From an optimization exercise on the open Yosys and OpenROAD flow, aimed at small area, a short achievable clock period and few clock cycles; shortcuts taken in it are not production practice.
RTL that was checked went through simulation tests only; none was proved equivalent to the original.
No functional check of the RTL was part of run 2.

==> flow/design.v, too long to show whole: its modules and the start of the top module <==
// module sqrt: 108 lines
// module mul32x25: 1955 lines
module sqrt
  #( parameter I_WIDTH = 16,
               F_WIDTH = 16)
  (input [I_WIDTH+F_WIDTH-1:0] N_in,
   output reg [I_WIDTH+F_WIDTH-1:0] out,
   input clk, rst, in_valid,
   output reg out_valid, ready
  );
  // ...
==> flow/run.sh <==
#!/bin/bash
# synth_recipe.tcl (not shown) runs the flow's synth.tcl, then flattens the netlist and writes it again
# the make line also repeats each setting of config.mk as NAME=value (left out here)
make -C /OpenROAD-flow-scripts/flow DESIGN_CONFIG=/design/flow/config.mk WORK_HOME=/design/flow/orfs CLKGATE_MAP_FILE= SYNTH_SCRIPT=/design/flow/synth_recipe.tcl finish
==> flow/config.mk <==
export PLATFORM = sky130hd
export DESIGN_NAME = sqrt
export DESIGN_NICKNAME = sqrt
export VERILOG_FILES = /design/flow/design.v
export SDC_FILE = /design/flow/constraint.sdc
export NUM_CORES = 4
export LEC_CHECK = 0
export CAP_MARGIN = 50
export CORE_MARGIN = 2
export CORE_UTILIZATION = 40
export CTS_CLUSTER_DIAMETER = 60
export CTS_CLUSTER_SIZE = 20
export PLACE_DENSITY = 0.6
export SLEW_MARGIN = 60
==> flow/constraint.sdc <==
create_clock -name core_clock -period 30.0 [get_ports {clk}]
set_input_delay 6.0000 -clock core_clock [delete_from_list [all_inputs] [get_ports {clk}]]
set_output_delay 6.0000 -clock core_clock [all_outputs]
set_load 0.01 [all_outputs]
==> flow_summary.json, run 1 <==
{
  "status": "finished clean",
  "die_area_um2": 81000,
  "cpPeakStageDelay_ps": 510,
  "layout.cells.non_filler": 4654,
  "hold_path_depth": 1,
  "routedWlPerCell_um": 27.0,
  "avgSynthCellArea_um2": 8.59,
  "place_area_um2": 33700,
  "place.gp.congestion": 1.01,
  "buffers": 208,
  "syn_inst": 3667,
  "regArea_um2": 4780,
  "drt_pass1_iterations": 7,
  "grt_overflow_total": 0,
  "synth_edf_count": 132,
  "rrSetupSlack_ps": 20700,
  "n_antenna_cell": 3,
  "regToRegEndpoint": "mb[12]",
  "critical_path.max_fanout": 44,
  "synthArstFlopShare_pct": 0,
  "worstSetupStartpoint": "mb[1]",
  "multi_input_area_share_pct": 69.7,
  "synth_compound_area_share_pct": 19.9,
  "fin_nets": 4130,
  "num_vias": 28700,
  "dr_wl_met3_um": 14100,
  "finClkSkew_ps": 25.1,
  "grt.met2_usage_pct": 47.1,
  "max_cap_viol_count": 0,
  "synth.most_common_cell": "inv_1",
  "multiInputGateArea_um2": 24100,
  "top_layer_used": "met5",
  "syn_area_um2": 31500,
  "ys_seq_elements": 172,
  "cts_setup_buffers": 0,
  "fin_ws_ps": 20700,
  "grt_max_degree": 69,
  "num_rows": 102
}
Testbench counts, summed over its fixed seeds: cycles 35,079.
==> module sqrt, before the edit <==
module sqrt
  #( parameter I_WIDTH = 16,
               F_WIDTH = 16)
  (input [I_WIDTH+F_WIDTH-1:0] N_in,
   output reg [I_WIDTH+F_WIDTH-1:0] out,
   input clk, rst, in_valid,
   output reg out_valid, ready
  );
  reg st_i, st_m, st_t, st_s, st_f;
  reg [31:0] N;
  reg        nsmall;            
  reg [24:0] X;
  reg [17:0] R_old;
  reg [31:0] ma;
  reg [24:0] mb;
  reg [3:0] j;
  always @ (*) begin
    if      (N > 32'h4000_0000) j = 4'd15;
    else if (N > 32'h1000_0000) j = 4'd14;
    else if (N > 32'h0400_0000) j = 4'd13;
    else if (N > 32'h0100_0000) j = 4'd12;
    else if (N > 32'h0040_0000) j = 4'd11;
    else if (N > 32'h0010_0000) j = 4'd10;
    else if (N > 32'h0004_0000) j = 4'd9;
    else if (N > 32'h0001_0000) j = 4'd8;
    else if (N > 32'h0000_4000) j = 4'd7;
    else if (N > 32'h0000_1000) j = 4'd6;
    else if (N > 32'h0000_0400) j = 4'd5;
    else if (N > 32'h0000_0100) j = 4'd4;
    else if (N > 32'h0000_0040) j = 4'd3;
    else if (N > 32'h0000_0010) j = 4'd2;
    else if (N > 32'h0000_0004) j = 4'd1;
    else                        j = 4'd0;
  end
  wire [45:0] n_sh  = {N, 14'd0} >> {j, 1'b0};
  wire [17:0] R0    = 18'h3_0000 - n_sh[17:0];
  wire [23:0] x1_sh = {R0, 6'd0} >> j;
  wire [24:0] x0    = 25'h080_0000 >> j;
  wire [17:0] nx2_lo = ~ma[17:0];
  wire [17:0] R      = 18'h3_0000 - nx2_lo;
  wire        cont   = (nx2_lo <= 18'h3_0000) && (R <= R_old);
  wire        same   = (ma == {7'd0, X});
  wire [47:0] prod;
  mul32x25 mul (.a(ma), .b(mb), .t(st_t), .p(prod));
  wire fin = ~(st_i | st_m | st_t | st_s);    
  wire acc = fin & in_valid;
  always @ (posedge clk) begin
    if (st_m) begin
      ma <= {14'd0, ~prod[33:16]};
      mb <= {1'b0, X[24:1]};
    end
    if (st_t) begin
      if (cont) begin
        R_old <= R;
        ma    <= prod[47:16];
        mb    <= prod[40:16];
      end else begin
        ma    <= N;
        mb    <= X;
      end
    end
    if (st_s) begin
      X <= ma[24:0];
      if (same) begin
        ma <= N;
        mb <= X;
      end else if (nsmall) begin
        ma <= prod[47:16];
        mb <= N[24:0];
      end else begin
        ma <= N;
        mb <= prod[40:16];
      end
    end
    if (st_f) out <= prod[47:16];
    if (st_i) begin
      X     <= x0;
      R_old <= R0;
      ma    <= {8'd0, x1_sh};
      mb    <= {1'b0, x1_sh};
    end
    if (fin) begin
      N      <= N_in;
      nsmall <= (N_in[31:25] == 7'd0);
      ma     <= 32'd0;
    end
  end
  reg ni, nm, nt, ns, nf;
  always @ (*) begin
    ni = 1'b0; nm = 1'b0; nt = 1'b0; ns = 1'b0; nf = 1'b0;
    if (st_i) ns = 1'b1;
    if (st_m) nt = 1'b1;
    if (st_t) begin if (cont) ns = 1'b1; else nf = 1'b1; end
    if (st_s) begin if (same) nf = 1'b1; else nm = 1'b1; end
    if (acc) begin if (N_in == 32'd0) nf = 1'b1; else ni = 1'b1; end
  end
  always @ (posedge clk) begin
    if (rst) begin
      st_i <= 1'b0; st_m <= 1'b0; st_t <= 1'b0; st_s <= 1'b0; st_f <= 1'b0;
      ready     <= 1'b1;
      out_valid <= 1'b0;
    end else begin
      st_i <= ni; st_m <= nm; st_t <= nt; st_s <= ns; st_f <= nf;
      ready <= ~(ni | nm | nt | ns);
      out_valid <= st_f;
    end
  end
endmodule
==> run 2, diff against run 1 <==
--- a/flow/design.v
+++ b/flow/design.v
@@ -1,23 +1,24 @@
 module sqrt
   #( parameter I_WIDTH = 16,
                F_WIDTH = 16)
   (input [I_WIDTH+F_WIDTH-1:0] N_in,
-   output reg [I_WIDTH+F_WIDTH-1:0] out,
+   output [I_WIDTH+F_WIDTH-1:0] out,
    input clk, rst, in_valid,
    output reg out_valid, ready
   );
   reg st_i, st_m, st_t, st_s, st_f;
   reg [31:0] N;
   reg        nsmall;            
   reg [24:0] X;
   reg [17:0] R_old;
   reg [31:0] ma;
-  reg [24:0] mb;
+  reg [12:0] mb_one, mb_two;    
+  reg [11:0] mb_neg;
   reg [3:0] j;
   always @ (*) begin
     if      (N > 32'h4000_0000) j = 4'd15;
     else if (N > 32'h1000_0000) j = 4'd14;
     else if (N > 32'h0400_0000) j = 4'd13;
     else if (N > 32'h0100_0000) j = 4'd12;
     else if (N > 32'h0040_0000) j = 4'd11;
     else if (N > 32'h0010_0000) j = 4'd10;
@@ -35,86 +36,90 @@
   wire [45:0] n_sh  = {N, 14'd0} >> {j, 1'b0};
   wire [17:0] R0    = 18'h3_0000 - n_sh[17:0];
   wire [23:0] x1_sh = {R0, 6'd0} >> j;
   wire [24:0] x0    = 25'h080_0000 >> j;
   wire [17:0] nx2_lo = ~ma[17:0];
   wire [17:0] R      = 18'h3_0000 - nx2_lo;
   wire        cont   = (nx2_lo <= 18'h3_0000) && (R <= R_old);
   wire        same   = (ma == {7'd0, X});
+  assign out = ma;
   wire [47:0] prod;
-  mul32x25 mul (.a(ma), .b(mb), .t(st_t), .p(prod));
+  mul32x25 mul (.a(ma), .one(mb_one), .two(mb_two), .neg(mb_neg), .h(X[24:1]), .t(st_t), .p(prod));
+  function [37:0] booth;
+    input [24:0] v;
+    reg [26:0] w;
+    integer k;
+    begin
+      w = {1'b0, v, 1'b0};
+      for (k = 0; k < 13; k = k + 1) begin
+        booth[k]      = w[2*k+1] ^ w[2*k];
+        booth[13 + k] = (w[2*k+2] & ~w[2*k+1] & ~w[2*k]) | (~w[2*k+2] & w[2*k+1] & w[2*k]);
+        if (k < 12) booth[26 + k] = w[2*k+2] & ~(w[2*k+1] & w[2*k]);
+      end
+    end
+  endfunction
   wire fin = ~(st_i | st_m | st_t | st_s);    
   wire acc = fin & in_valid;
+  wire a_prod  = (st_t & cont) | (st_s & ~same & nsmall) | st_f;
+  wire a_nprod = st_m;
+  wire nzero   = (N == 32'd0);
+  wire a_n     = (st_t & ~cont) | (st_s & (same | ~nsmall)) | (st_i & nzero);
+  wire b_prod  = (st_t & cont) | (st_s & ~same & ~nsmall);
+  wire b_h     = st_m;
+  wire b_x     = (st_t & ~cont) | (st_s & same);
+  wire b_n     = st_s & ~same & nsmall;
+  wire [31:0] ma_early = ({32{a_n}} & N) | ({32{st_i & ~nzero}} & {8'd0, x1_sh});
+  wire [31:0] ma_next  = ({32{a_prod}} & prod[47:16]) | ({32{a_nprod}} & {14'd0, ~prod[33:16]}) | ma_early;
+  wire [24:0] mb_early = ({25{b_h}} & {1'b0, X[24:1]}) | ({25{b_x}} & X) | ({25{b_n}} & N[24:0])
+                       | ({25{st_i}} & {1'b0, x1_sh});
+  wire [37:0] bd_early = booth(mb_early);
+  wire [37:0] bd_prod  = booth(prod[40:16]);
+  wire [37:0] bd_next  = ({38{b_prod}} & bd_prod) | bd_early;
   always @ (posedge clk) begin
-    if (st_m) begin
-      ma <= {14'd0, ~prod[33:16]};
-      mb <= {1'b0, X[24:1]};
-    end
-    if (st_t) begin
-      if (cont) begin
-        R_old <= R;
-        ma    <= prod[47:16];
-        mb    <= prod[40:16];
-      end else begin
-        ma    <= N;
-        mb    <= X;
-      end
-    end
-    if (st_s) begin
-      X <= ma[24:0];
-      if (same) begin
-        ma <= N;
-        mb <= X;
-      end else if (nsmall) begin
-        ma <= prod[47:16];
-        mb <= N[24:0];
-      end else begin
-        ma <= N;
-        mb <= prod[40:16];
-      end
-    end
-    if (st_f) out <= prod[47:16];
+    ma     <= ma_next;
+    mb_one <= bd_next[12:0];
+    mb_two <= bd_next[25:13];
+    mb_neg <= bd_next[37:26];
+    if (st_t && cont) R_old <= R;
+    if (st_s) X <= ma[24:0];
     if (st_i) begin
       X     <= x0;
       R_old <= R0;
-      ma    <= {8'd0, x1_sh};
-      mb    <= {1'b0, x1_sh};
     end
     if (fin) begin
       N      <= N_in;
       nsmall <= (N_in[31:25] == 7'd0);
-      ma     <= 32'd0;
     end
   end
   reg ni, nm, nt, ns, nf;
   always @ (*) begin
     ni = 1'b0; nm = 1'b0; nt = 1'b0; ns = 1'b0; nf = 1'b0;
-    if (st_i) ns = 1'b1;
+    if (st_i) begin if (nzero) nf = 1'b1; else ns = 1'b1; end
     if (st_m) nt = 1'b1;
     if (st_t) begin if (cont) ns = 1'b1; else nf = 1'b1; end
     if (st_s) begin if (same) nf = 1'b1; else nm = 1'b1; end
-    if (acc) begin if (N_in == 32'd0) nf = 1'b1; else ni = 1'b1; end
+    if (acc) ni = 1'b1;
   end
   always @ (posedge clk) begin
     if (rst) begin
       st_i <= 1'b0; st_m <= 1'b0; st_t <= 1'b0; st_s <= 1'b0; st_f <= 1'b0;
       ready     <= 1'b1;
       out_valid <= 1'b0;
     end else begin
       st_i <= ni; st_m <= nm; st_t <= nt; st_s <= ns; st_f <= nf;
       ready <= ~(ni | nm | nt | ns);
       out_valid <= st_f;
     end
   end
 endmodule
-module mul32x25(input [31:0] a, input [24:0] b, input t, output [47:0] p);
-  wire one0 = b[0] ^ 1'b0;
-  wire two0 = (b[1] & ~b[0] & ~1'b0) | (~b[1] & b[0] & 1'b0);
-  wire neg0 = b[1] & ~(b[0] & 1'b0);
+module mul32x25(input [31:0] a, input [12:0] one, input [12:0] two, input [11:0] neg, input [23:0] h, input t, output [47:0] p);
+  wire one0 = one[0];
+  wire two0 = two[0];
+  wire neg0 = neg[0];
   wire [32:0] xa0 = {1'b0, a} ^ {33{neg0}};
   wire p1 = (one0 & xa0[0]) | (two0 & neg0);
   wire p2 = (one0 & xa0[1]) | (two0 & xa0[0]);
   wire p3 = (one0 & xa0[2]) | (two0 & xa0[1]);
   wire p4 = (one0 & xa0[3]) | (two0 & xa0[2]);
   wire p5 = (one0 & xa0[4]) | (two0 & xa0[3]);
   wire p6 = (one0 & xa0[5]) | (two0 & xa0[4]);
   wire p7 = (one0 & xa0[6]) | (two0 & xa0[5]);
@@ -140,19 +145,19 @@
   wire p27 = (one0 & xa0[26]) | (two0 & xa0[25]);
   wire p28 = (one0 & xa0[27]) | (two0 & xa0[26]);
   wire p29 = (one0 & xa0[28]) | (two0 & xa0[27]);
   wire p30 = (one0 & xa0[29]) | (two0 & xa0[28]);
   wire p31 = (one0 & xa0[30]) | (two0 & xa0[29]);
   wire p32 = (one0 & xa0[31]) | (two0 & xa0[30]);
   wire p33 = (one0 & xa0[32]) | (two0 & xa0[31]);
   wire s34 = ~neg0;
-  wire one1 = b[2] ^ b[1];
-  wire two1 = (b[3] & ~b[2] & ~b[1]) | (~b[3] & b[2] & b[1]);
-  wire neg1 = b[3] & ~(b[2] & b[1]);
+  wire one1 = one[1];
+  wire two1 = two[1];
+  wire neg1 = neg[1];
   wire [32:0] xa1 = {1'b0, a} ^ {33{neg1}};
   wire p35 = (one1 & xa1[0]) | (two1 & neg1);
   wire p36 = (one1 & xa1[1]) | (two1 & xa1[0]);
   wire p37 = (one1 & xa1[2]) | (two1 & xa1[1]);
   wire p38 = (one1 & xa1[3]) | (two1 & xa1[2]);
   wire p39 = (one1 & xa1[4]) | (two1 & xa1[3]);
   wire p40 = (one1 & xa1[5]) | (two1 & xa1[4]);
   wire p41 = (one1 & xa1[6]) | (two1 & xa1[5]);
@@ -178,19 +183,19 @@
   wire p61 = (one1 & xa1[26]) | (two1 & xa1[25]);
   wire p62 = (one1 & xa1[27]) | (two1 & xa1[26]);
   wire p63 = (one1 & xa1[28]) | (two1 & xa1[27]);
   wire p64 = (one1 & xa1[29]) | (two1 & xa1[28]);
   wire p65 = (one1 & xa1[30]) | (two1 & xa1[29]);
   wire p66 = (one1 & xa1[31]) | (two1 & xa1[30]);
   wire p67 = (one1 & xa1[32]) | (two1 & xa1[31]);
   wire s68 = ~neg1;
-  wire one2 = b[4] ^ b[3];
-  wire two2 = (b[5] & ~b[4] & ~b[3]) | (~b[5] & b[4] & b[3]);
-  wire neg2 = b[5] & ~(b[4] & b[3]);
+  wire one2 = one[2];
+  wire two2 = two[2];
+  wire neg2 = neg[2];
   wire [32:0] xa2 = {1'b0, a} ^ {33{neg2}};
   wire p69 = (one2 & xa2[0]) | (two2 & neg2);
   wire p70 = (one2 & xa2[1]) | (two2 & xa2[0]);
   wire p71 = (one2 & xa2[2]) | (two2 & xa2[1]);
   wire p72 = (one2 & xa2[3]) | (two2 & xa2[2]);
   wire p73 = (one2 & xa2[4]) | (two2 & xa2[3]);
   wire p74 = (one2 & xa2[5]) | (two2 & xa2[4]);
   wire p75 = (one2 & xa2[6]) | (two2 & xa2[5]);
@@ -216,19 +221,19 @@
   wire p95 = (one2 & xa2[26]) | (two2 & xa2[25]);
   wire p96 = (one2 & xa2[27]) | (two2 & xa2[26]);
   wire p97 = (one2 & xa2[28]) | (two2 & xa2[27]);
   wire p98 = (one2 & xa2[29]) | (two2 & xa2[28]);
   wire p99 = (one2 & xa2[30]) | (two2 & xa2[29]);
   wire p100 = (one2 & xa2[31]) | (two2 & xa2[30]);
   wire p101 = (one2 & xa2[32]) | (two2 & xa2[31]);
   wire s102 = ~neg2;
-  wire one3 = b[6] ^ b[5];
-  wire two3 = (b[7] & ~b[6] & ~b[5]) | (~b[7] & b[6] & b[5]);
-  wire neg3 = b[7] & ~(b[6] & b[5]);
+  wire one3 = one[3];
+  wire two3 = two[3];
+  wire neg3 = neg[3];
   wire [32:0] xa3 = {1'b0, a} ^ {33{neg3}};
   wire p103 = (one3 & xa3[0]) | (two3 & neg3);
   wire p104 = (one3 & xa3[1]) | (two3 & xa3[0]);
   wire p105 = (one3 & xa3[2]) | (two3 & xa3[1]);
   wire p106 = (one3 & xa3[3]) | (two3 & xa3[2]);
   wire p107 = (one3 & xa3[4]) | (two3 & xa3[3]);
   wire p108 = (one3 & xa3[5]) | (two3 & xa3[4]);
   wire p109 = (one3 & xa3[6]) | (two3 & xa3[5]);
@@ -254,19 +259,19 @@
   wire p129 = (one3 & xa3[26]) | (two3 & xa3[25]);
   wire p130 = (one3 & xa3[27]) | (two3 & xa3[26]);
   wire p131 = (one3 & xa3[28]) | (two3 & xa3[27]);
   wire p132 = (one3 & xa3[29]) | (two3 & xa3[28]);
   wire p133 = (one3 & xa3[30]) | (two3 & xa3[29]);
   wire p134 = (one3 & xa3[31]) | (two3 & xa3[30]);
   wire p135 = (one3 & xa3[32]) | (two3 & xa3[31]);
   wire s136 = ~neg3;
-  wire one4 = b[8] ^ b[7];
-  wire two4 = (b[9] & ~b[8] & ~b[7]) | (~b[9] & b[8] & b[7]);
-  wire neg4 = b[9] & ~(b[8] & b[7]);
+  wire one4 = one[4];
+  wire two4 = two[4];
+  wire neg4 = neg[4];
   wire [32:0] xa4 = {1'b0, a} ^ {33{neg4}};
   wire p137 = (one4 & xa4[0]) | (two4 & neg4);
   wire p138 = (one4 & xa4[1]) | (two4 & xa4[0]);
   wire p139 = (one4 & xa4[2]) | (two4 & xa4[1]);
   wire p140 = (one4 & xa4[3]) | (two4 & xa4[2]);
   wire p141 = (one4 & xa4[4]) | (two4 & xa4[3]);
   wire p142 = (one4 & xa4[5]) | (two4 & xa4[4]);
   wire p143 = (one4 & xa4[6]) | (two4 & xa4[5]);
@@ -292,19 +297,19 @@
   wire p163 = (one4 & xa4[26]) | (two4 & xa4[25]);
   wire p164 = (one4 & xa4[27]) | (two4 & xa4[26]);
   wire p165 = (one4 & xa4[28]) | (two4 & xa4[27]);
   wire p166 = (one4 & xa4[29]) | (two4 & xa4[28]);
   wire p167 = (one4 & xa4[30]) | (two4 & xa4[29]);
   wire p168 = (one4 & xa4[31]) | (two4 & xa4[30]);
   wire p169 = (one4 & xa4[32]) | (two4 & xa4[31]);
   wire s170 = ~neg4;
-  wire one5 = b[10] ^ b[9];
-  wire two5 = (b[11] & ~b[10] & ~b[9]) | (~b[11] & b[10] & b[9]);
-  wire neg5 = b[11] & ~(b[10] & b[9]);
+  wire one5 = one[5];
+  wire two5 = two[5];
+  wire neg5 = neg[5];
   wire [32:0] xa5 = {1'b0, a} ^ {33{neg5}};
   wire p171 = (one5 & xa5[0]) | (two5 & neg5);
   wire p172 = (one5 & xa5[1]) | (two5 & xa5[0]);
   wire p173 = (one5 & xa5[2]) | (two5 & xa5[1]);
   wire p174 = (one5 & xa5[3]) | (two5 & xa5[2]);
   wire p175 = (one5 & xa5[4]) | (two5 & xa5[3]);
   wire p176 = (one5 & xa5[5]) | (two5 & xa5[4]);
   wire p177 = (one5 & xa5[6]) | (two5 & xa5[5]);
@@ -330,19 +335,19 @@
   wire p197 = (one5 & xa5[26]) | (two5 & xa5[25]);
   wire p198 = (one5 & xa5[27]) | (two5 & xa5[26]);
   wire p199 = (one5 & xa5[28]) | (two5 & xa5[27]);
   wire p200 = (one5 & xa5[29]) | (two5 & xa5[28]);
   wire p201 = (one5 & xa5[30]) | (two5 & xa5[29]);
   wire p202 = (one5 & xa5[31]) | (two5 & xa5[30]);
   wire p203 = (one5 & xa5[32]) | (two5 & xa5[31]);
   wire s204 = ~neg5;
-  wire one6 = b[12] ^ b[11];
-  wire two6 = (b[13] & ~b[12] & ~b[11]) | (~b[13] & b[12] & b[11]);
-  wire neg6 = b[13] & ~(b[12] & b[11]);
+  wire one6 = one[6];
+  wire two6 = two[6];
+  wire neg6 = neg[6];
   wire [32:0] xa6 = {1'b0, a} ^ {33{neg6}};
   wire p205 = (one6 & xa6[0]) | (two6 & neg6);
   wire p206 = (one6 & xa6[1]) | (two6 & xa6[0]);
   wire p207 = (one6 & xa6[2]) | (two6 & xa6[1]);
   wire p208 = (one6 & xa6[3]) | (two6 & xa6[2]);
   wire p209 = (one6 & xa6[4]) | (two6 & xa6[3]);
   wire p210 = (one6 & xa6[5]) | (two6 & xa6[4]);
   wire p211 = (one6 & xa6[6]) | (two6 & xa6[5]);
@@ -368,19 +373,19 @@
   wire p231 = (one6 & xa6[26]) | (two6 & xa6[25]);
   wire p232 = (one6 & xa6[27]) | (two6 & xa6[26]);
   wire p233 = (one6 & xa6[28]) | (two6 & xa6[27]);
   wire p234 = (one6 & xa6[29]) | (two6 & xa6[28]);
   wire p235 = (one6 & xa6[30]) | (two6 & xa6[29]);
   wire p236 = (one6 & xa6[31]) | (two6 & xa6[30]);
   wire p237 = (one6 & xa6[32]) | (two6 & xa6[31]);
   wire s238 = ~neg6;
-  wire one7 = b[14] ^ b[13];
-  wire two7 = (b[15] & ~b[14] & ~b[13]) | (~b[15] & b[14] & b[13]);
-  wire neg7 = b[15] & ~(b[14] & b[13]);
+  wire one7 = one[7];
+  wire two7 = two[7];
+  wire neg7 = neg[7];
   wire [32:0] xa7 = {1'b0, a} ^ {33{neg7}};
   wire p239 = (one7 & xa7[0]) | (two7 & neg7);
   wire p240 = (one7 & xa7[1]) | (two7 & xa7[0]);
   wire p241 = (one7 & xa7[2]) | (two7 & xa7[1]);
   wire p242 = (one7 & xa7[3]) | (two7 & xa7[2]);
   wire p243 = (one7 & xa7[4]) | (two7 & xa7[3]);
   wire p244 = (one7 & xa7[5]) | (two7 & xa7[4]);
   wire p245 = (one7 & xa7[6]) | (two7 & xa7[5]);
@@ -406,19 +411,19 @@
   wire p265 = (one7 & xa7[26]) | (two7 & xa7[25]);
   wire p266 = (one7 & xa7[27]) | (two7 & xa7[26]);
   wire p267 = (one7 & xa7[28]) | (two7 & xa7[27]);
   wire p268 = (one7 & xa7[29]) | (two7 & xa7[28]);
   wire p269 = (one7 & xa7[30]) | (two7 & xa7[29]);
   wire p270 = (one7 & xa7[31]) | (two7 & xa7[30]);
   wire p271 = (one7 & xa7[32]) | (two7 & xa7[31]);
   wire s272 = ~neg7;
-  wire one8 = b[16] ^ b[15];
-  wire two8 = (b[17] & ~b[16] & ~b[15]) | (~b[17] & b[16] & b[15]);
-  wire neg8 = b[17] & ~(b[16] & b[15]);
+  wire one8 = one[8];
+  wire two8 = two[8];
+  wire neg8 = neg[8];
   wire [32:0] xa8 = {1'b0, a} ^ {33{neg8}};
   wire p273 = (one8 & xa8[0]) | (two8 & neg8);
   wire p274 = (one8 & xa8[1]) | (two8 & xa8[0]);
   wire p275 = (one8 & xa8[2]) | (two8 & xa8[1]);
   wire p276 = (one8 & xa8[3]) | (two8 & xa8[2]);
   wire p277 = (one8 & xa8[4]) | (two8 & xa8[3]);
   wire p278 = (one8 & xa8[5]) | (two8 & xa8[4]);
   wire p279 = (one8 & xa8[6]) | (two8 & xa8[5]);
@@ -442,19 +447,19 @@
   wire p297 = (one8 & xa8[24]) | (two8 & xa8[23]);
   wire p298 = (one8 & xa8[25]) | (two8 & xa8[24]);
   wire p299 = (one8 & xa8[26]) | (two8 & xa8[25]);
   wire p300 = (one8 & xa8[27]) | (two8 & xa8[26]);
   wire p301 = (one8 & xa8[28]) | (two8 & xa8[27]);
   wire p302 = (one8 & xa8[29]) | (two8 & xa8[28]);
   wire p303 = (one8 & xa8[30]) | (two8 & xa8[29]);
   wire p304 = (one8 & xa8[31]) | (two8 & xa8[30]);
-  wire one9 = b[18] ^ b[17];
-  wire two9 = (b[19] & ~b[18] & ~b[17]) | (~b[19] & b[18] & b[17]);
-  wire neg9 = b[19] & ~(b[18] & b[17]);
+  wire one9 = one[9];
+  wire two9 = two[9];
+  wire neg9 = neg[9];
   wire [32:0] xa9 = {1'b0, a} ^ {33{neg9}};
   wire p305 = (one9 & xa9[0]) | (two9 & neg9);
   wire p306 = (one9 & xa9[1]) | (two9 & xa9[0]);
   wire p307 = (one9 & xa9[2]) | (two9 & xa9[1]);
   wire p308 = (one9 & xa9[3]) | (two9 & xa9[2]);
   wire p309 = (one9 & xa9[4]) | (two9 & xa9[3]);
   wire p310 = (one9 & xa9[5]) | (two9 & xa9[4]);
   wire p311 = (one9 & xa9[6]) | (two9 & xa9[5]);
@@ -476,19 +481,19 @@
   wire p327 = (one9 & xa9[22]) | (two9 & xa9[21]);
   wire p328 = (one9 & xa9[23]) | (two9 & xa9[22]);
   wire p329 = (one9 & xa9[24]) | (two9 & xa9[23]);
   wire p330 = (one9 & xa9[25]) | (two9 & xa9[24]);
   wire p331 = (one9 & xa9[26]) | (two9 & xa9[25]);
   wire p332 = (one9 & xa9[27]) | (two9 & xa9[26]);
   wire p333 = (one9 & xa9[28]) | (two9 & xa9[27]);
   wire p334 = (one9 & xa9[29]) | (two9 & xa9[28]);
-  wire one10 = b[20] ^ b[19];
-  wire two10 = (b[21] & ~b[20] & ~b[19]) | (~b[21] & b[20] & b[19]);
-  wire neg10 = b[21] & ~(b[20] & b[19]);
+  wire one10 = one[10];
+  wire two10 = two[10];
+  wire neg10 = neg[10];
   wire [32:0] xa10 = {1'b0, a} ^ {33{neg10}};
   wire p335 = (one10 & xa10[0]) | (two10 & neg10);
   wire p336 = (one10 & xa10[1]) | (two10 & xa10[0]);
   wire p337 = (one10 & xa10[2]) | (two10 & xa10[1]);
   wire p338 = (one10 & xa10[3]) | (two10 & xa10[2]);
   wire p339 = (one10 & xa10[4]) | (two10 & xa10[3]);
   wire p340 = (one10 & xa10[5]) | (two10 & xa10[4]);
   wire p341 = (one10 & xa10[6]) | (two10 & xa10[5]);
@@ -508,19 +513,19 @@
   wire p355 = (one10 & xa10[20]) | (two10 & xa10[19]);
   wire p356 = (one10 & xa10[21]) | (two10 & xa10[20]);
   wire p357 = (one10 & xa10[22]) | (two10 & xa10[21]);
   wire p358 = (one10 & xa10[23]) | (two10 & xa10[22]);
   wire p359 = (one10 & xa10[24]) | (two10 & xa10[23]);
   wire p360 = (one10 & xa10[25]) | (two10 & xa10[24]);
   wire p361 = (one10 & xa10[26]) | (two10 & xa10[25]);
   wire p362 = (one10 & xa10[27]) | (two10 & xa10[26]);
-  wire one11 = b[22] ^ b[21];
-  wire two11 = (b[23] & ~b[22] & ~b[21]) | (~b[23] & b[22] & b[21]);
-  wire neg11 = b[23] & ~(b[22] & b[21]);
+  wire one11 = one[11];
+  wire two11 = two[11];
+  wire neg11 = neg[11];
   wire [32:0] xa11 = {1'b0, a} ^ {33{neg11}};
   wire p363 = (one11 & xa11[0]) | (two11 & neg11);
   wire p364 = (one11 & xa11[1]) | (two11 & xa11[0]);
   wire p365 = (one11 & xa11[2]) | (two11 & xa11[1]);
   wire p366 = (one11 & xa11[3]) | (two11 & xa11[2]);
   wire p367 = (one11 & xa11[4]) | (two11 & xa11[3]);
   wire p368 = (one11 & xa11[5]) | (two11 & xa11[4]);
   wire p369 = (one11 & xa11[6]) | (two11 & xa11[5]);
@@ -538,19 +543,19 @@
   wire p381 = (one11 & xa11[18]) | (two11 & xa11[17]);
   wire p382 = (one11 & xa11[19]) | (two11 & xa11[18]);
   wire p383 = (one11 & xa11[20]) | (two11 & xa11[19]);
   wire p384 = (one11 & xa11[21]) | (two11 & xa11[20]);
   wire p385 = (one11 & xa11[22]) | (two11 & xa11[21]);
   wire p386 = (one11 & xa11[23]) | (two11 & xa11[22]);
   wire p387 = (one11 & xa11[24]) | (two11 & xa11[23]);
   wire p388 = (one11 & xa11[25]) | (two11 & xa11[24]);
-  wire one12 = b[24] ^ b[23];
-  wire two12 = (1'b0 & ~b[24] & ~b[23]) | (~1'b0 & b[24] & b[23]);
-  wire neg12 = 1'b0 & ~(b[24] & b[23]);
+  wire one12 = one[12];
+  wire two12 = two[12];
+  wire neg12 = 1'b0;
   wire [32:0] xa12 = {1'b0, a};
   wire p389 = (one12 & xa12[0]) | (two12 & neg12);
   wire p390 = (one12 & xa12[1]) | (two12 & xa12[0]);
   wire p391 = (one12 & xa12[2]) | (two12 & xa12[1]);
   wire p392 = (one12 & xa12[3]) | (two12 & xa12[2]);
   wire p393 = (one12 & xa12[4]) | (two12 & xa12[3]);
   wire p394 = (one12 & xa12[5]) | (two12 & xa12[4]);
   wire p395 = (one12 & xa12[6]) | (two12 & xa12[5]);
@@ -566,64 +571,64 @@
   wire p405 = (one12 & xa12[16]) | (two12 & xa12[15]);
   wire p406 = (one12 & xa12[17]) | (two12 & xa12[16]);
   wire p407 = (one12 & xa12[18]) | (two12 & xa12[17]);
   wire p408 = (one12 & xa12[19]) | (two12 & xa12[18]);
   wire p409 = (one12 & xa12[20]) | (two12 & xa12[19]);
   wire p410 = (one12 & xa12[21]) | (two12 & xa12[20]);
   wire p411 = (one12 & xa12[22]) | (two12 & xa12[21]);
   wire p412 = (one12 & xa12[23]) | (two12 & xa12[22]);
-  wire e413 = b[0] & t;
-  wire e414 = ~b[0] & t;
-  wire e415 = b[1] & t;
-  wire e416 = ~b[1] & t;
-  wire e417 = b[2] & t;
-  wire e418 = ~b[2] & t;
-  wire e419 = b[3] & t;
-  wire e420 = ~b[3] & t;
-  wire e421 = b[4] & t;
-  wire e422 = ~b[4] & t;
-  wire e423 = b[5] & t;
-  wire e424 = ~b[5] & t;
-  wire e425 = b[6] & t;
-  wire e426 = ~b[6] & t;
-  wire e427 = b[7] & t;
-  wire e428 = ~b[7] & t;
-  wire e429 = b[8] & t;
-  wire e430 = ~b[8] & t;
-  wire e431 = b[9] & t;
-  wire e432 = ~b[9] & t;
-  wire e433 = b[10] & t;
-  wire e434 = ~b[10] & t;
-  wire e435 = b[11] & t;
-  wire e436 = ~b[11] & t;
-  wire e437 = b[12] & t;
-  wire e438 = ~b[12] & t;
-  wire e439 = b[13] & t;
-  wire e440 = ~b[13] & t;
-  wire e441 = b[14] & t;
-  wire e442 = ~b[14] & t;
-  wire e443 = b[15] & t;
-  wire e444 = ~b[15] & t;
-  wire e445 = b[16] & t;
-  wire e446 = ~b[16] & t;
-  wire e447 = b[17] & t;
-  wire e448 = ~b[17] & t;
-  wire e449 = b[18] & t;
-  wire e450 = ~b[18] & t;
-  wire e451 = b[19] & t;
-  wire e452 = ~b[19] & t;
-  wire e453 = b[20] & t;
-  wire e454 = ~b[20] & t;
-  wire e455 = b[21] & t;
-  wire e456 = ~b[21] & t;
-  wire e457 = b[22] & t;
-  wire e458 = ~b[22] & t;
-  wire e459 = b[23] & t;
-  wire e460 = ~b[23] & t;
+  wire e413 = h[0] & t;
+  wire e414 = ~h[0] & t;
+  wire e415 = h[1] & t;
+  wire e416 = ~h[1] & t;
+  wire e417 = h[2] & t;
+  wire e418 = ~h[2] & t;
+  wire e419 = h[3] & t;
+  wire e420 = ~h[3] & t;
+  wire e421 = h[4] & t;
+  wire e422 = ~h[4] & t;
+  wire e423 = h[5] & t;
+  wire e424 = ~h[5] & t;
+  wire e425 = h[6] & t;
+  wire e426 = ~h[6] & t;
+  wire e427 = h[7] & t;
+  wire e428 = ~h[7] & t;
+  wire e429 = h[8] & t;
+  wire e430 = ~h[8] & t;
+  wire e431 = h[9] & t;
+  wire e432 = ~h[9] & t;
+  wire e433 = h[10] & t;
+  wire e434 = ~h[10] & t;
+  wire e435 = h[11] & t;
+  wire e436 = ~h[11] & t;
+  wire e437 = h[12] & t;
+  wire e438 = ~h[12] & t;
+  wire e439 = h[13] & t;
+  wire e440 = ~h[13] & t;
+  wire e441 = h[14] & t;
+  wire e442 = ~h[14] & t;
+  wire e443 = h[15] & t;
+  wire e444 = ~h[15] & t;
+  wire e445 = h[16] & t;
+  wire e446 = ~h[16] & t;
+  wire e447 = h[17] & t;
+  wire e448 = ~h[17] & t;
+  wire e449 = h[18] & t;
+  wire e450 = ~h[18] & t;
+  wire e451 = h[19] & t;
+  wire e452 = ~h[19] & t;
+  wire e453 = h[20] & t;
+  wire e454 = ~h[20] & t;
+  wire e455 = h[21] & t;
+  wire e456 = ~h[21] & t;
+  wire e457 = h[22] & t;
+  wire e458 = ~h[22] & t;
+  wire e459 = h[23] & t;
+  wire e460 = ~h[23] & t;
   wire hs461 = neg10 ^ e422;
   wire hc462 = neg10 & e422;
   wire hs463 = e424 ^ e455;
   wire hc464 = e424 & e455;
   wire fs465 = neg11 ^ e426 ^ e457;
   wire fc466 = (neg11 & e426) | (neg11 & e457) | (e426 & e457);
   wire hs467 = p23 ^ p55;
   wire hc468 = p23 & p55;
==> flow/config.mk (replaced) <==
export PLATFORM = sky130hd
export DESIGN_NAME = sqrt
export DESIGN_NICKNAME = sqrt
export VERILOG_FILES = /design/flow/design.v
export SDC_FILE = /design/flow/constraint.sdc
export NUM_CORES = 4
export LEC_CHECK = 0
export CAP_MARGIN = 50
export CORE_MARGIN = 2
export CORE_UTILIZATION = 60
export CTS_CLUSTER_DIAMETER = 60
export CTS_CLUSTER_SIZE = 20
export PLACE_DENSITY = 0.7
export SLEW_MARGIN = 60
==> run 2 against run 1 <==
First-iteration DRC count increased by 23%; die area decreased by 32%; count of clock-buffer cells in the layout unchanged; setup slack improved by 1100 ps; global-route usage increased by 17 points; via count increased by 12%; cell count decreased by 8.1%; critical path depth decreased by 30; clock skew decreased by 6.3 ps; hold slack got worse by 23 ps; non-clock buffer count decreased by 10; final area decreased by 1.9%; critical path type is now flip-flop to primary output.
==> flow_summary.json, run 2 <==
{
  "dieHeight_um": 234,
  "io_pins": 69,
  "drtAntennaViolNets": 0,
  "cpPeakStageDelay_ps": 650,
  "grt_overflow_total": 0,
  "synth.distinct_cells": 103,
  "ys.flop_type": "dfxtp_1",
  "die_area_um2": 55000,
  "routedWlPerCell_um": 30.7,
  "layout_commonest_cell": "inv_1",
  "cp-end-kind": "primary output",
  "hold_class": "flip-flop to flip-flop",
  "critical_path.max_fanout": 27,
  "drcViolationCount": 0,
  "syn_area_um2": 31900,
  "synth_compound_area_share_pct": 28.4,
  "largestRegisters": "N (32), ma (32), X (25)",
  "crit_arrival_ps": 2240,
  "synth_xor_xnor_area_share_pct": 6.94,
  "status": "finished clean",
  "synthSimpleGateAreaFrac_pct": 11.2,
  "cts_hold_buf": 0,
  "place.gp.congestion": 1.00,
  "slew_violations": 0,
  "path_class": "flip-flop to primary output",
  "hold_viol": 0,
  "fmax_mhz": 121,
  "fin_tns_setup_ps": 0,
  "num_rows": 84,
  "ys_seq_area_share_pct": 12.0,
  "grt_pass1_wl_um": 195000,
  "track_usage_pct": 47.5,
  "relSlewSlack_pct": 58.0,
  "cp.required_ps": 24000,
  "fin_ws_ps": 21760,
  "drive_gt1_share_pct": 9.46,
  "regArea_um2": 3860,
  "drt_pass1_iterations": 9,
  "final.min_clock_period_ps": 8240,
  "syn-num-nets": 4311,
  "crit_path_cell_trace": "buf_4 > clkdlybuf4s50_1",
  "cp_top_family": "buffers and inverters",
  "synth_warnings": 1,
  "critPathBufInv": 2,
  "htree_levels": 4,
  "muxShareOfSynthArea_pct": 2.13,
  "dieWidth_um": 234,
  "startpoint_type": "flip-flop",
  "synthTopCellsByCount": "inv_1, fa_1, clkbuf_1, nor2_1, xor2_1",
  "worst_slew_pin_slew_ps": 630,
  "drt-initial-drc-count": 4908,
  "num_vias": 32000,
  "synth_top_family_by_area": "adder cells",
  "synthArstFlopShare_pct": 0,
  "tritoncts": "built",
  "synth.most_common_cell": "inv_1",
  "post-route-period-util_pct": 27.5,
  "synth_top_cell_area_share_pct": 23.4,
  "synth.area.top_cells": "fa_1, edfxtp_1, inv_1",
  "port_buffers": 68,
  "clock_sinks": 153,
  "cts-root-buf": "clkbuf_16",
  "cts_setup_buffers": 0,
  "syn_inst": 3769,
  "synth_edf_count": 76,
  "finClkSkew_ps": 18.8,
  "synthToLayoutAreaGrowth_pct": 6.49,
  "cts-buffers-inserted": 17,
  "fin_nets": 4114,
  "layout_common_cells": "inv_1, fa_1, nor2_1",
  "routed_wl_um": 131000,
  "place_hpwl_um": 93300,
  "viasPerCell": 7.48,
  "avgSynthCellArea_um2": 8.45,
  "path_clk_slew_ps": 80,
  "grt_max_degree": 61,
  "start_util_pct": 60.6,
  "finalSetupViolations": 0,
  "clock_latency_ps": 460,
  "grt_pass1_vias": 31500,
  "crit_slowest_cell": "clkdlybuf4s50_1",
  "synth_adder_area_share_pct": 28.7,
  "antenna_found_initial": 7,
  "multiInputGateArea_um2": 25100,
  "dp_slack_ps": 21930,
  "cts_buffer_depth": 2,
  "ys_seq_elements": 153,
  "rsz0062_at_grt": "false",
  "n_fill_cell": 4523,
  "post_cts_resized": 0,
  "yosysTopAreaCell": "fa_1",
  "max_cap_viol_count": 0,
  "core_area_um2": 52600
}
[run 2: cell types whose count changed in the layout (fill, tap and decap cells not counted), sizes merged, moves of 74 or more]
| cell | change |
|---|---|
| xnor2 | -305 |
| xor2 | +116 |
| a221oi | +107 |
| a221o | +90 |
| a22o | +84 |
| o22ai | -83 |
| o221ai | +74 |
[run 2: kinds of logic (layout without fill, tap and decap cells)]
kind of cell,after synthesis,count (layout)
and+or+nand+nor,721,721
xor gates and xnor gates,251,251
buffers and inverters,888,704
other,0,6
AOI/OAI and AO/OA,1186,1186
DFF,153,153
muxes,63,63
adders and majority gates,507,507
[run 2: through the flow]
stage | hold slack (ps) | cells | area (µm²) | utilization (%)
after floorplan | 439 | 3769 | 31900 | -
after global placement | 533 | 4212 | 32600 | 62.1
after detailed placement | 521 | 4232 | 33100 | 62.9
after CTS | 520 | 4264 | 33600 | 64.0
after global routing | 522 | 4273 | 33900 | 64.5
final | 538 | 4279 | 33900 | 64.6
[run 2: path summary, 6_finish.rpt]
check | startpoint | to | slack (ps) | depth (start not counted)
max reg2reg | ma[4] | ma[31] | 22020 | 28
min | st_f | out_valid | 540 | 1
min reg2reg | st_f | out_valid | 540 | 1
max | ma[13] | out[13] | 21760 | 2
[run 2: routing by layer]
metal	global-route usage, %	wire length, µm
met4	28.6	9840
met3	15.7	18600
met5	0.0893	25
met2	70.7	56100
met1	59.9	46800
[run 2: layout make-up]
cell class	instances	area share, %
Inverter	474	5.28
Antenna cell	6	0.0442
Timing Repair Buffer	198	5.13
Multi-Input combinational cell	2728	73.9
Sequential cell	153	11.4
Clock buffer	18	1.26
Tap cell	688	2.54
Clock inverter	14	0.479
==> run 3, diff against run 2 <==
--- a/flow/design.v
+++ b/flow/design.v
@@ -61,13 +61,12 @@
   wire acc = fin & in_valid;
   wire a_prod  = (st_t & cont) | (st_s & ~same & nsmall) | st_f;
   wire a_nprod = st_m;
-  wire nzero   = (N == 32'd0);
-  wire a_n     = (st_t & ~cont) | (st_s & (same | ~nsmall)) | (st_i & nzero);
+  wire a_n     = (st_t & ~cont) | (st_s & (same | ~nsmall));
   wire b_prod  = (st_t & cont) | (st_s & ~same & ~nsmall);
   wire b_h     = st_m;
   wire b_x     = (st_t & ~cont) | (st_s & same);
   wire b_n     = st_s & ~same & nsmall;
-  wire [31:0] ma_early = ({32{a_n}} & N) | ({32{st_i & ~nzero}} & {8'd0, x1_sh});
+  wire [31:0] ma_early = ({32{a_n}} & N) | ({32{st_i}} & {8'd0, x1_sh});
   wire [31:0] ma_next  = ({32{a_prod}} & prod[47:16]) | ({32{a_nprod}} & {14'd0, ~prod[33:16]}) | ma_early;
   wire [24:0] mb_early = ({25{b_h}} & {1'b0, X[24:1]}) | ({25{b_x}} & X) | ({25{b_n}} & N[24:0])
                        | ({25{st_i}} & {1'b0, x1_sh});
@@ -93,11 +92,11 @@
   reg ni, nm, nt, ns, nf;
   always @ (*) begin
     ni = 1'b0; nm = 1'b0; nt = 1'b0; ns = 1'b0; nf = 1'b0;
-    if (st_i) begin if (nzero) nf = 1'b1; else ns = 1'b1; end
+    if (st_i) ns = 1'b1;
     if (st_m) nt = 1'b1;
     if (st_t) begin if (cont) ns = 1'b1; else nf = 1'b1; end
     if (st_s) begin if (same) nf = 1'b1; else nm = 1'b1; end
-    if (acc) ni = 1'b1;
+    if (acc) begin if (N_in == 32'd0) nf = 1'b1; else ni = 1'b1; end
   end
   always @ (posedge clk) begin
     if (rst) begin
--- a/flow/config.mk
+++ b/flow/config.mk
@@ -7,8 +7,8 @@
 export LEC_CHECK = 0
 export CAP_MARGIN = 50
 export CORE_MARGIN = 2
-export CORE_UTILIZATION = 60
+export CORE_UTILIZATION = 40
 export CTS_CLUSTER_DIAMETER = 60
 export CTS_CLUSTER_SIZE = 20
-export PLACE_DENSITY = 0.7
+export PLACE_DENSITY = 0.6
 export SLEW_MARGIN = 60
==> run 3 against run 2 <==
Critical path depth unchanged; sequential share of layout area increased by 0.095 points; cell count increased by 5.1%; die area increased by 46%; first-iteration DRC count decreased by 24%; final area decreased by 0.70%; non-clock buffer count decreased by 16; critical path type unchanged.
==> flow_summary.json, run 3 <==
{
  "crit_arrival_ps": 2200,
  "cts-root-buf": "clkbuf_16",
  "n_fill_cell": 7695,
  "path_class": "flip-flop to primary output",
  "place_inst": 4453,
  "cp-end-kind": "primary output",
  "post-route-period-util_pct": 27.3,
  "synth_top_cell_area_share_pct": 23.9,
  "hold_class": "flip-flop to flip-flop",
  "grt_pass1_wl_um": 183000,
  "ys_seq_elements": 153,
  "drt_pass1_iterations": 12,
  "synthArstFlopShare_pct": 0,
  "place_hpwl_um": 88500,
  "cts_setup_buffers": 0,
  "ys.flop_type": "dfxtp_1",
  "yosysTopAreaCell": "fa_1",
  "dp_slack_ps": 21890,
  "drive_gt1_share_pct": 9.28,
  "rsz0062_at_grt": "false",
  "synth.area.top_cells": "fa_1, edfxtp_1, xor2_1",
  "synth.distinct_cells": 100,
  "antenna_found_initial": 2,
  "htree_levels": 4,
  "place.gp.congestion": 0.962,
  "synth.most_common_cell": "inv_1",
  "syn_area_um2": 31300,
  "core_area_um2": 77500,
  "drt-initial-drc-count": 3733,
  "cp.required_ps": 24000,
  "routedWlPerCell_um": 26.9,
  "cts-buffers-inserted": 17,
  "cts_hold_buf": 0,
  "layout.cells.non_filler": 4498,
  "track_usage_pct": 29.5,
  "dieHeight_um": 284,
  "syn_inst": 3622,
  "slew_violations": 0,
  "finalSetupViolations": 0,
  "status": "finished clean",
  "whs_ps": 492,
  "tritoncts": "built",
  "start_util_pct": 40.4,
  "drcViolationCount": 0,
  "fin_nets": 3980,
  "clock_sinks": 153,
  "relSlewSlack_pct": 57.4,
  "num_vias": 29400,
  "drtAntennaViolNets": 0,
  "fin_ws_ps": 21800,
  "viasPerCell": 6.54,
  "grt_overflow_total": 0,
  "critical_path.max_fanout": 16,
  "port_buffers": 68,
  "clock_latency_ps": 460,
  "n_antenna_cell": 0,
  "synthTopCellsByCount": "inv_1, fa_1, clkbuf_1, xor2_1, nand2_1",
  "die_area_um2": 80500,
  "io_pins": 69,
  "synth_warnings": 1,
  "hold_viol": 0,
  "grt_pass1_vias": 28500,
  "finClkSkew_ps": 13.1,
  "routed_wl_um": 121000,
  "dieWidth_um": 284,
  "grt_max_degree": 69,
  "rrSetupSlack_ps": 21990,
  "largestRegisters": "N (32), ma (32), X (25)",
  "worst_slew_pin_slew_ps": 639,
  "synthToLayoutAreaGrowth_pct": 7.69,
  "syn-num-nets": 4157,
  "final.min_clock_period_ps": 8200,
  "path_clk_slew_ps": 70,
  "post_cts_resized": 0,
  "cts_buffer_depth": 2,
  "synth_edf_count": 76,
  "layout_common_cells": "inv_1, fa_1, xor2_1",
  "avgSynthCellArea_um2": 8.64,
  "ys_seq_area_share_pct": 12.2,
  "layout_commonest_cell": "inv_1",
  "max_cap_viol_count": 0,
  "fmax_mhz": 122,
  "num_rows": 102,
  "fin_tns_setup_ps": 0,
  "startpoint_type": "flip-flop"
}
==> run 3: changes by cell type in the layout (fill, tap and decap cells not counted), sizes merged, moves of 23 or more <==
| cell | delta |
|---|---|
| nor2 | -23 |
| a22oi | +32 |
| a21oi | -27 |
| xor2 | +53 |
| o22ai | -58 |
| a22o | +29 |
| o21ai | -46 |
==> run 3: final timing paths <==
| check | cells after the start | from | end |
|---|---|---|---|
| worst max register to register | 27 | ma[20] | ma[15] |
| worst min-delay path | 1 | st_f | out_valid |
| worst min register to register | 1 | st_f | out_valid |
| worst max-delay path | 2 | ma[19] | out[19] |
==> run 3: routing by layer <==
| metal | routed length, µm | track usage [%] |
|---|---|---|
| met5 | 27 | 0 |
| met4 | 5470 | 12.6 |
| met3 | 13400 | 6.01 |
| met2 | 53400 | 45.1 |
| met1 | 48800 | 40.6 |
==> run 3: metrics by stage <==
step	instance area, µm²	utilization, %
6_report	33700	43.5
5_1_grt	33700	43.5
2_1_floorplan	31300	-
4_1_cts	33500	43.2
3_5_place_dp	32900	42.4
3_3_place_gp	32600	42.0
==> run 3: worst max-delay path: stages (launching register included) <==
cell and delay (ps):
dfxtp_1 650, buf_4 430, clkdlybuf4s50_1 650
==> run 3: cells by family (layout without fill, tap and decap cells) <==
logic type | count (synthesis) | in the layout | synth area share (%)
compound gates | 1052 | 1052 | 26.6
buf+inv | 834 | 670 | 10.2
simple gates | 696 | 696 | 10.8
fa+ha+maj | 500 | 500 | 28.9
xor+xnor | 314 | 314 | 8.81
flops | 153 | 153 | 12.2
mux | 73 | 73 | 2.42
==> run 3: layout make-up <==
cell class                      instances  area (µm²)  share of cell area [%]
Multi-Input combinational cell       2635       24600                    72.9
Inverter                              456        1720                    5.11
Tap cell                             1040        1300                    3.86
Clock inverter                         15         176                   0.524
Clock buffer                           17         425                    1.26
Sequential cell                       153        3860                    11.5
Timing Repair Buffer                  182        1630                    4.83
Testbench counts of run 3, summed over its fixed seeds: cycles 35,079.

[re-timing with driven ports]
Ports are ideal in the flow. The routed layouts listed here were re-timed in OpenROAD.
Step 1 sets driving cells, clkbuf_16 on the clock port and buf_2 on the other inputs (assumed; they add their load-dependent delay and slew).
Step 2 adds t to the input delays and takes it off the output delays; t is the mean of the earliest and latest rising clock arrival at the registers after step 1. Input paths then give back, and output paths get back, about the clock's delay inside the block.
a / b / c = ideal / step 1 / step 2; a / b = the first two.
run	t (ns)	setup slack, ns	clock arrival spread, ns	worst register clock-pin slew, ns
run 1	0.514	20.702 / 20.702 / 20.702	0.025 / 0.025	0.08 / 0.08
run 2	0.493	21.760 / 21.713 / 22.016	0.019 / 0.019	0.08 / 0.08
run 3	0.514	21.798 / 21.738 / 21.890	0.013 / 0.013	0.08 / 0.08
After both steps setup and hold are still met in every run listed.
